What follows belongs to an exercise in optimizing a design on an open flow for small area, a short achievable clock period and few clock cycles; a production flow would make more cautious choices. RTL that was checked went through simulation tests only; none was proved equivalent to the original.

==> 06-05 <==
// TriSolve4x4
module TriSolve4x4(
    input              clk,
    input              rst,
    input              start,
    input      [511:0] L_in,
    input      [511:0] U_in,
    input      [127:0] b_in,
    output reg         done,
    output     [127:0] x_out
);
==> flow/config.mk <==
export PLATFORM = sky130hd
export DESIGN_NAME = TriSolve4x4
export DESIGN_NICKNAME = TriSolve4x4
export VERILOG_FILES = /design/flow/design.v
export SDC_FILE = /design/flow/constraint.sdc
export NUM_CORES = 8
export LEC_CHECK = 0
export ABC_AREA = 1
export CAP_MARGIN = 20
export CORE_AREA = 3 3 447 447
export DIE_AREA = 0 0 450 450
export GPL_TIMING_DRIVEN = 0
export SLEW_MARGIN = 20
==> flow/constraint.sdc <==
create_clock -name core_clock -period 150.0 [get_ports {clk}]
set_input_delay 30.0000 -clock core_clock [delete_from_list [all_inputs] [get_ports {clk}]]
set_output_delay 30.0000 -clock core_clock [all_outputs]
set_load 0.01 [all_outputs]
standard.sh (not shown) runs the stock make flow with config.mk's settings and CLKGATE_MAP_FILE= SYNTH_SCRIPT=/design/flow/synth_recipe.tcl, a recipe that flattens the netlist after the stock synthesis.
==> flow/flow/run.sh <==
#!/bin/bash
# The standard layout (standard.sh: the standard flow's synthesis and ORFS flow), except
# that the port buffers are plain buf_1 cells instead of the default choice.
# Every input and output port still gets its own buffer.
set -euo pipefail
bash standard.sh "BUFFER_PORTS_ARGS=-buffer_cell sky130_fd_sc_hd__buf_1" finish > standard_flow.log 2>&1
==> 04-17 (differences from 06-05) <==
==> flow/config.mk (replaced) <==
export PLATFORM = sky130hd
export DESIGN_NAME = TriSolve4x4
export DESIGN_NICKNAME = TriSolve4x4
export VERILOG_FILES = /design/flow/design.v
export SDC_FILE = /design/flow/constraint.sdc
export NUM_CORES = 8
export LEC_CHECK = 0
export ABC_AREA = 1
export CAP_MARGIN = 20
export CORE_AREA = 3 3 447 447
export CTS_BUF_LIST = sky130_fd_sc_hd__clkbuf_8 sky130_fd_sc_hd__clkbuf_4
export DIE_AREA = 0 0 450 450
export SLEW_MARGIN = 20
==> 11-26 (differences from 06-05) <==
--- a/flow/design.v
+++ b/flow/design.v
@@ -160,19 +160,16 @@
     input      [127:0] b_in,
     output reg         done,
     output     [127:0] x_out
 );
   localparam W = 8;
   reg  [31:0] slot0, slot1, slot2, slot3;
   assign x_out = {slot3, slot2, slot1, slot0};
   reg  [3:0]  sg;        
-  reg  [3:0]  ff;        
-  reg  [3:0]  ydn;       
-  reg  [3:0]  xdn;       
   reg         busy;
   reg         fix;       
   wire [31:0] mw0  = L_in[(4*1+0)*32 +: 32];
   wire [31:0] mw1  = L_in[(4*2+0)*32 +: 32];
   wire [31:0] mw2  = L_in[(4*3+0)*32 +: 32];
   wire [31:0] mw3  = L_in[(4*2+1)*32 +: 32];
   wire [31:0] mw4  = L_in[(4*3+1)*32 +: 32];
   wire [31:0] mw5  = L_in[(4*3+2)*32 +: 32];
@@ -189,18 +186,20 @@
   wire [31:0] dw4 = U_in[(4*3+3)*32 +: 32];
   wire [31:0] dw5 = U_in[(4*2+2)*32 +: 32];
   wire [31:0] dw6 = U_in[(4*1+1)*32 +: 32];
   wire [31:0] dw7 = U_in[(4*0+0)*32 +: 32];
   reg  [3:0]  mp;        
   reg  [3:0]  dp;        
   wire [3:0]  mpn = mp + 4'd1;
   wire [3:0]  dpn = dp + 4'd1;
-  wire [11:0] mnx = busy ? (12'd1 << mpn) : 12'd1;
-  wire [7:0]  dnx = busy ? (8'd1 << dpn[2:0]) : 8'd1;
+  reg  [11:0] mnr;
+  reg  [7:0]  dnr;
+  wire [11:0] mnx = busy ? mnr : 12'd1;
+  wire [7:0]  dnx = busy ? dnr : 8'd1;
   wire [31:0] opbn = ({32{mnx[0]}} & mw0) | ({32{mnx[1]}} & mw1) | ({32{mnx[2]}} & mw2)
                    | ({32{mnx[3]}} & mw3) | ({32{mnx[4]}} & mw4) | ({32{mnx[5]}} & mw5)
                    | ({32{mnx[6]}} & mw6) | ({32{mnx[7]}} & mw7) | ({32{mnx[8]}} & mw8)
                    | ({32{mnx[9]}} & mw9) | ({32{mnx[10]}} & mw10) | ({32{mnx[11]}} & mw11);
   wire [31:0] drn  = ({32{dnx[0]}} & dw0) | ({32{dnx[1]}} & dw1) | ({32{dnx[2]}} & dw2)
                    | ({32{dnx[3]}} & dw3) | ({32{dnx[4]}} & dw4) | ({32{dnx[5]}} & dw5)
                    | ({32{dnx[6]}} & dw6) | ({32{dnx[7]}} & dw7);
   reg  [1:0]  ch;        
@@ -208,17 +207,20 @@
   wire [1:0] mi = (mp == 4'd0) ? 2'd1 : (mp == 4'd1 || mp == 4'd3 || mp == 4'd6) ? 2'd2 :
                   (mp == 4'd2 || mp == 4'd4 || mp == 4'd5) ? 2'd3 :
                   (mp == 4'd7 || mp == 4'd8) ? 2'd1 : 2'd0;
   wire [1:0] mj = (mp <= 4'd2) ? 2'd0 : (mp == 4'd3 || mp == 4'd4 || mp == 4'd11) ? 2'd1 :
                   (mp == 4'd5 || mp == 4'd8 || mp == 4'd10) ? 2'd2 : 2'd3;
   wire       mbwd = (mp >= 4'd6);
   wire       mdone = (mp == 4'd12);
   wire [3:0] rowdone_f = {mp > 4'd5, mp > 4'd3, mp > 4'd0, 1'b1};
-  wire [3:0] yrdy = ydn | (ff & rowdone_f);
+  wire       fold0 = prefold & (dp[2:0] == 3'd0);
+  wire [3:0] ddone = {dp > 4'd3, dp > 4'd2, dp > 4'd1, dp > 4'd0};
+  wire [3:0] yrdy = (ddone & rowdone_f) | {3'b0, fold0};
+  wire [3:0] xdn  = {dp > 4'd4, dp > 4'd5, dp > 4'd6, dp > 4'd7};
   wire       srcrdy = mbwd ? xdn[mj] : yrdy[mj];
   function [31:0] sel4;
     input [1:0] k;
     input [31:0] a0, a1, a2, a3;
     sel4 = k[1] ? (k[0] ? a3 : a2) : (k[0] ? a1 : a0);
   endfunction
   reg  [31:0] dr;        
   reg         dbusy;
@@ -261,17 +263,18 @@
     end else if (ch == 2'd1) begin
       dg = {1'b0, opb[21:11]};
       mc = {sb[20:0], 11'd0};
     end else begin
       dg = {{2{opb[31]}}, opb[31:22]};
       mc = {sb[9:0], 22'd0};
     end
   end
-  wire        flip = wstep ? dr[31] : (sg[mj] ^ (mbwd & sg[mi]));
+  wire [3:0]  sgx = sg | {3'b0, fold0 & d_mone};
+  wire        flip = wstep ? dr[31] : (sgx[mj] ^ (mbwd & sg[mi]));
   wire [31:0] wx   = {sd[30:0], nq[31]};
   wire [31:0] acc  = wstep ? wx : sa;
   wire [12:0] dge = {dg, 1'b0};
   reg  [31:0] row0, row1, row2, row3, row4, row5;
   reg  [31:0] negs;
   reg  [31:0] sel;
   reg         one, two, neg;
   reg  [2:0]  bt;
@@ -395,80 +398,77 @@
       done <= 1'b1;
     end
   end
   wire        mwr = mfire | wstep;
   wire [1:0]  mwrow = wstep ? drow : mi;
   wire [31:0] mwdata = wstep ? wrem : macres;
   wire [3:0]  dsel = {4{dwr}} & (4'b0001 << dwrow);
   wire [3:0]  msel = {4{mwr}} & (4'b0001 << mwrow) & ~dsel;
+  reg first;
   always @(posedge clk) begin
+    first <= ~busy & start;
     if (!busy) begin
       if (start) begin
         slot0 <= b_in[31:0];
         slot1 <= b_in[63:32];
-        slot2 <= b_in[95:64];
-        slot3 <= b_in[127:96];
       end
     end else begin
       if (dsel[0]) slot0 <= dwdata; else if (msel[0]) slot0 <= mwdata;
       if (dsel[1]) slot1 <= dwdata; else if (msel[1]) slot1 <= mwdata;
-      if (dsel[2]) slot2 <= dwdata; else if (msel[2]) slot2 <= mwdata;
-      if (dsel[3]) slot3 <= dwdata; else if (msel[3]) slot3 <= mwdata;
+      if (first) begin
+        slot2 <= b_in[95:64];
+        slot3 <= b_in[127:96];
+      end else begin
+        if (dsel[2]) slot2 <= dwdata; else if (msel[2]) slot2 <= mwdata;
+        if (dsel[3]) slot3 <= dwdata; else if (msel[3]) slot3 <= mwdata;
+      end
     end
   end
   always @(posedge clk) begin
     if (!busy) begin
       opb <= opbn;
       dr  <= drn;
+      mnr <= 12'd2;
+      dnr <= 8'd2;
       if (start) begin
         mp    <= 4'd0;
         ch    <= 2'd0;
         dp    <= 4'd0;
-        sg    <= {3'b0, dw0 == 32'hffffffff};
-        ff    <= {3'b0, (dw0[31:1] == 31'd0 && dw0[0]) || (dw0 == 32'hffffffff)};
-        ydn   <= 4'd0;
-        xdn   <= 4'd0;
+        sg    <= 4'd0;
         dbusy <= 1'b0;
         fix   <= 1'b0;
       end
     end else begin
       sg <= sg_n;
       if (all_end && sg_n != 4'd0) fix <= 1'b1;
       if (mfire) begin
         if (mlast) begin
           mp  <= mpn;
           ch  <= 2'd0;
           opb <= opbn;
+          mnr <= {mnr[10:0], 1'b0};
         end else
           ch <= ch + 2'd1;
       end
-      if (prefold)
-        ff[drow] <= 1'b1;
-      if (setup && (s_res || s_zero)) begin
-        if (!dfwd) xdn[drow] <= 1'b1;
-        else       ydn[drow] <= 1'b1;
-      end
       if (s_div) begin
         dbusy <= 1'b1;
         qsg   <= nsign ^ dr[31];
         dwide <= ~dnar;
         rr    <= grp2 ? {W{1'b0}} : nabs[16 +: W];
         nq    <= grp2 ? nabs : {nabs[15:0], 16'd0};
         sc    <= ~dnar ? 6'd32 : (grp2 ? 6'd2 : 6'd1);
       end
       if (dbusy) begin
         nq <= qn;
         rr <= sr;
         sc <= sc - 6'd1;
-        if (dfin) begin
+        if (dfin)
           dbusy <= 1'b0;
-          if (!dfwd) xdn[drow] <= 1'b1;
-          else       ydn[drow] <= 1'b1;
-        end
       end
       if (dadv) begin
         dp  <= dpn;
         dr  <= drn;
+        dnr <= {dnr[6:0], 1'b0};
       end
     end
   end
 endmodule
==> flow/flow/run.sh (replaced) <==
#!/bin/bash
# The standard layout (standard.sh: the standard flow's synthesis and ORFS flow) with two
# changes to how it is made:
#  - the port buffers are plain buf_1 cells instead of the default choice
#    (every input and output port still gets its own buffer);
#  - before pin placement, flow/pins.tcl groups, bit by bit, the input pins
#    that feed the same register bit and the output pins of that bit, so that
#    each bit's input multiplexer and output wires stay local.
set -euo pipefail
bash standard.sh "BUFFER_PORTS_ARGS=-buffer_cell sky130_fd_sc_hd__buf_1" \
  "PRE_IO_PLACEMENT_TCL=$PWD/flow/pins.tcl" finish > standard_flow.log 2>&1
==> flow/flow/pins.tcl (new file) <==
for {set b 0} {$b < 32} {incr b} {
  set pins {}
  foreach w {4 8 12 9 13 14 0 5 10 15} { lappend pins "L_in\[[expr {$w*32+$b}]\]" }
  foreach w {11 7 6 3 2 1} { lappend pins "U_in\[[expr {$w*32+$b}]\]" }
  foreach w {15 10 5 0} { lappend pins "U_in\[[expr {$w*32+$b}]\]" }
  foreach k {0 1 2 3} { lappend pins "b_in\[[expr {$k*32+$b}]\]" }
  foreach k {0 1 2 3} { lappend pins "x_out\[[expr {$k*32+$b}]\]" }
  set_io_pin_constraint -group -order -pin_names $pins
}
==> flow/config.mk (replaced) <==
export PLATFORM = sky130hd
export DESIGN_NAME = TriSolve4x4
export DESIGN_NICKNAME = TriSolve4x4
export VERILOG_FILES = /design/flow/design.v
export SDC_FILE = /design/flow/constraint.sdc
export NUM_CORES = 8
export LEC_CHECK = 0
export ABC_AREA = 1
export CAP_MARGIN = 20
export CORE_AREA = 3 3 447 447
export CTS_BUF_LIST = sky130_fd_sc_hd__clkbuf_8 sky130_fd_sc_hd__clkbuf_4
export DIE_AREA = 0 0 450 450
export PLACE_DENSITY = 0.85
export SLEW_MARGIN = 20
==> 08-01 (differences from 06-05) <==
--- a/flow/design.v
+++ b/flow/design.v
@@ -189,18 +189,18 @@
   wire [31:0] dw4 = U_in[(4*3+3)*32 +: 32];
   wire [31:0] dw5 = U_in[(4*2+2)*32 +: 32];
   wire [31:0] dw6 = U_in[(4*1+1)*32 +: 32];
   wire [31:0] dw7 = U_in[(4*0+0)*32 +: 32];
   reg  [3:0]  mp;        
   reg  [3:0]  dp;        
   wire [3:0]  mpn = mp + 4'd1;
   wire [3:0]  dpn = dp + 4'd1;
-  wire [11:0] mnx = busy ? (12'd1 << mpn) : 12'd1;
-  wire [7:0]  dnx = busy ? (8'd1 << dpn[2:0]) : 8'd1;
+  wire [11:0] mnx = 12'd1 << mpn;    
+  wire [7:0]  dnx = 8'd1 << dpn[2:0];   
   wire [31:0] opbn = ({32{mnx[0]}} & mw0) | ({32{mnx[1]}} & mw1) | ({32{mnx[2]}} & mw2)
                    | ({32{mnx[3]}} & mw3) | ({32{mnx[4]}} & mw4) | ({32{mnx[5]}} & mw5)
                    | ({32{mnx[6]}} & mw6) | ({32{mnx[7]}} & mw7) | ({32{mnx[8]}} & mw8)
                    | ({32{mnx[9]}} & mw9) | ({32{mnx[10]}} & mw10) | ({32{mnx[11]}} & mw11);
   wire [31:0] drn  = ({32{dnx[0]}} & dw0) | ({32{dnx[1]}} & dw1) | ({32{dnx[2]}} & dw2)
                    | ({32{dnx[3]}} & dw3) | ({32{dnx[4]}} & dw4) | ({32{dnx[5]}} & dw5)
                    | ({32{dnx[6]}} & dw6) | ({32{dnx[7]}} & dw7);
   reg  [1:0]  ch;        
@@ -346,19 +346,19 @@
   reg  [W+1:0] sx;
   reg  [W+2:0] t1, t2, t3;
   integer s;
   always @* begin
     sr = rr;
     sn = nq;
     for (s = 0; s < 8; s = s + 1) begin
       sx = {sr, sn[31:30]};
-      t1 = {1'b0, sx} - {3'b0, d8};
-      t2 = {1'b0, sx} - {2'b0, d8, 1'b0};
-      t3 = {1'b0, sx} - {1'b0, d8x3};
+      t1 = {1'b0, sx} - {3'b0, dr[W-1:0]};
+      t2 = {1'b0, sx} - {2'b0, dr[W-1:0], 1'b0};
+      t3 = {1'b0, sx} - {1'b0, dr[W+W+1:W]};
       if (!t3[W+2])      begin sr = t3[W-1:0]; sn = {sn[29:0], 2'd3}; end
       else if (!t2[W+2]) begin sr = t2[W-1:0]; sn = {sn[29:0], 2'd2}; end
       else if (!t1[W+2]) begin sr = t1[W-1:0]; sn = {sn[29:0], 2'd1}; end
       else               begin sr = sx[W-1:0]; sn = {sn[29:0], 2'd0}; end
     end
   end
   wire        wq = ~macres[31];                        
   wire [31:0] qn = dwide ? {nq[30:0], wq} : sn;
@@ -412,22 +412,22 @@
       if (dsel[0]) slot0 <= dwdata; else if (msel[0]) slot0 <= mwdata;
       if (dsel[1]) slot1 <= dwdata; else if (msel[1]) slot1 <= mwdata;
       if (dsel[2]) slot2 <= dwdata; else if (msel[2]) slot2 <= mwdata;
       if (dsel[3]) slot3 <= dwdata; else if (msel[3]) slot3 <= mwdata;
     end
   end
   always @(posedge clk) begin
     if (!busy) begin
-      opb <= opbn;
-      dr  <= drn;
       if (start) begin
         mp    <= 4'd0;
         ch    <= 2'd0;
+        opb   <= mw0;
         dp    <= 4'd0;
+        dr    <= dw0;
         sg    <= {3'b0, dw0 == 32'hffffffff};
         ff    <= {3'b0, (dw0[31:1] == 31'd0 && dw0[0]) || (dw0 == 32'hffffffff)};
         ydn   <= 4'd0;
         xdn   <= 4'd0;
         dbusy <= 1'b0;
         fix   <= 1'b0;
       end
     end else begin
@@ -446,16 +446,20 @@
       if (setup && (s_res || s_zero)) begin
         if (!dfwd) xdn[drow] <= 1'b1;
         else       ydn[drow] <= 1'b1;
       end
       if (s_div) begin
         dbusy <= 1'b1;
         qsg   <= nsign ^ dr[31];
         dwide <= ~dnar;
+        if (dnar) begin
+          dr[W-1:0]     <= d8;
+          dr[2*W+1:W]   <= d8x3;
+        end
         rr    <= grp2 ? {W{1'b0}} : nabs[16 +: W];
         nq    <= grp2 ? nabs : {nabs[15:0], 16'd0};
         sc    <= ~dnar ? 6'd32 : (grp2 ? 6'd2 : 6'd1);
       end
       if (dbusy) begin
         nq <= qn;
         rr <= sr;
         sc <= sc - 6'd1;
==> flow/config.mk (replaced) <==
export PLATFORM = sky130hd
export DESIGN_NAME = TriSolve4x4
export DESIGN_NICKNAME = TriSolve4x4
export VERILOG_FILES = /design/flow/design.v
export SDC_FILE = /design/flow/constraint.sdc
export NUM_CORES = 8
export LEC_CHECK = 0
export ABC_AREA = 1
export CAP_MARGIN = 20
export CORE_AREA = 3 3 997 77
export DIE_AREA = 0 0 1000 80
export SLEW_MARGIN = 20
==> summary.json <==
{
  "cts_buffer_count": {"value": 50},
  "num-nonclk-buffers": {"value": 1050},
  "layout.nonclk_buf_share": {"value": 9.10, "unit": "%"},
  "drc_errors": {"value": 0},
  "whs": {"value": 472, "unit": "ps"},
  "crit_type": {"value": "register to output port"},
  "met3_usage": {"value": 5.29, "unit": "%"},
  "setup_viol": {"value": 0},
  "post_synth_fa_ha_maj_area_fraction": {"value": 16.4, "unit": "%"},
  "post_drt_wl_per_cell": {"value": 22.8, "unit": "µm"},
  "final-hold-violation-count": {"value": 0},
  "finalClockSkew": {"value": 30.3, "unit": "ps"},
  "result_of_the_run": {"value": "timing/DRC/antenna clean"},
  "multi_input_comb_area": {"value": 0.0299, "unit": "mm²"},
  "final_period_minus_worst_setup_slack": {"value": 31420, "unit": "ps"},
  "place_ws": {"value": 117900, "unit": "ps"},
  "met2RoutedLength": {"value": 91.7, "unit": "mm"},
  "rrSetupSlack": {"value": 124710, "unit": "ps"}
}
-- figures above: 11-26

==> summary.json <==
{
  "result_of_the_run": {"value": "aborted with a tool error"},
  "flow.stopped_at": {"value": "global routing"},
  "run.stop_error": {"value": "[ERROR GRT-0116] Global routing finished with congestion. Check the congestion regions in the DRC Viewer."},
  "place_ws": {"value": 117670, "unit": "ps"},
  "use_met1": {"value": 83.5, "unit": "%"},
  "global_route_wire_length_before_repair": {"value": 410, "unit": "mm"},
  "post_synth_fa_ha_maj_area_fraction": {"value": 17.5, "unit": "%"},
  "met3_usage": {"value": 68.4, "unit": "%"},
  "cts_buffer_count": {"value": 21},
  "synth_top_family_by_area": {"value": "compound AO/OA/AOI/OAI gates"},
  "placed_cell_area": {"value": 0.0472, "unit": "mm²"},
  "mappedNetlistArea": {"value": 0.0423, "unit": "mm²"},
  "yosys.cell_types.count": {"value": 77}
}
-- figures above: 08-01

==> summary.json <==
{
  "result_of_the_run": {"value": "timing/DRC/antenna clean"},
  "post_synth_fa_ha_maj_area_fraction": {"value": 16.2, "unit": "%"},
  "num-nonclk-buffers": {"value": 1265},
  "final-hold-violation-count": {"value": 0},
  "met2RoutedLength": {"value": 146, "unit": "mm"},
  "whs": {"value": 453, "unit": "ps"},
  "layout.nonclk_buf_share": {"value": 10.4, "unit": "%"},
  "setup_viol": {"value": 0},
  "drc_errors": {"value": 0},
  "multi_input_comb_area": {"value": 0.0303, "unit": "mm²"}
}
-- figures above: 06-05

==> summary.json <==
{
  "post_route_cell_area": {"value": 0.0505, "unit": "mm²"},
  "nets": {"value": 8434},
  "result_of_the_run": {"value": "timing/DRC/antenna clean"},
  "drc_errors": {"value": 0},
  "met2RoutedLength": {"value": 128, "unit": "mm"},
  "maxCapViolations": {"value": 0},
  "crit_type": {"value": "register to output port"},
  "post_synth_fa_ha_maj_area_fraction": {"value": 16.2, "unit": "%"},
  "nFlopsAndLatches": {"value": 270},
  "final_period_minus_worst_setup_slack": {"value": 31630, "unit": "ps"},
  "place_ws": {"value": 117700, "unit": "ps"},
  "met3_usage": {"value": 4.87, "unit": "%"},
  "whs": {"value": 539, "unit": "ps"},
  "cts_buffer_count": {"value": 49},
  "num-nonclk-buffers": {"value": 1049},
  "final-hold-violation-count": {"value": 0},
  "layout.nonclk_buf_share": {"value": 8.91, "unit": "%"},
  "post_drt_wl_per_cell": {"value": 29.0, "unit": "µm"},
  "setup_viol": {"value": 0}
}
-- figures above: 04-17

Testbench counts of 11-26, summed over its fixed seeds: cycles 5,520.
Testbench counts of 08-01, summed over its fixed seeds: cycles 5,520.
No functional check of the RTL was part of 06-05 and 04-17.

==> afterwards: timing with drivers on the ports <==
How much do the figures lean on ideal ports? The routed layouts below were timed once more, with nothing changed but the port constraints.
Step 1 (the two cells are an assumption about what drives the block):
set clk [get_ports {clk}]
set_driving_cell -lib_cell sky130_fd_sc_hd__clkbuf_16 $clk
set_driving_cell -lib_cell sky130_fd_sc_hd__buf_2 [delete_from_list [all_inputs] $clk]
Step 2 also shifts input and output timing later by t, the mid clock arrival at the registers, as if the neighbouring blocks saw the same clock.
a / b / c = no drivers / after step 1 / after step 2; a / b = the first two.
| run | t, ns | setup slack, ns | hold WS [ns] | worst setup path after step 2 | worst data-port slew with drivers (ns) |
|---|---|---|---|---|---|
| 06-05 | 0.665 | 118.442 / 118.471 / 117.823 | 0.453 / 0.453 / 0.453 | input to register | 0.39 |
| 04-17 | 0.776 | 118.366 / 118.294 / 117.667 | 0.539 / 0.539 / 0.539 | input to register | 0.39 |
| 11-26 | 0.761 | 118.575 / 118.520 / 117.868 | 0.472 / 0.472 / 0.472 | input to register | 0.12 |
After both steps setup and hold are still met in every run listed. For 11-26, which loses most, drivers alone change the setup slack by -0.055 ns; drivers and shift together by -0.707 ns.
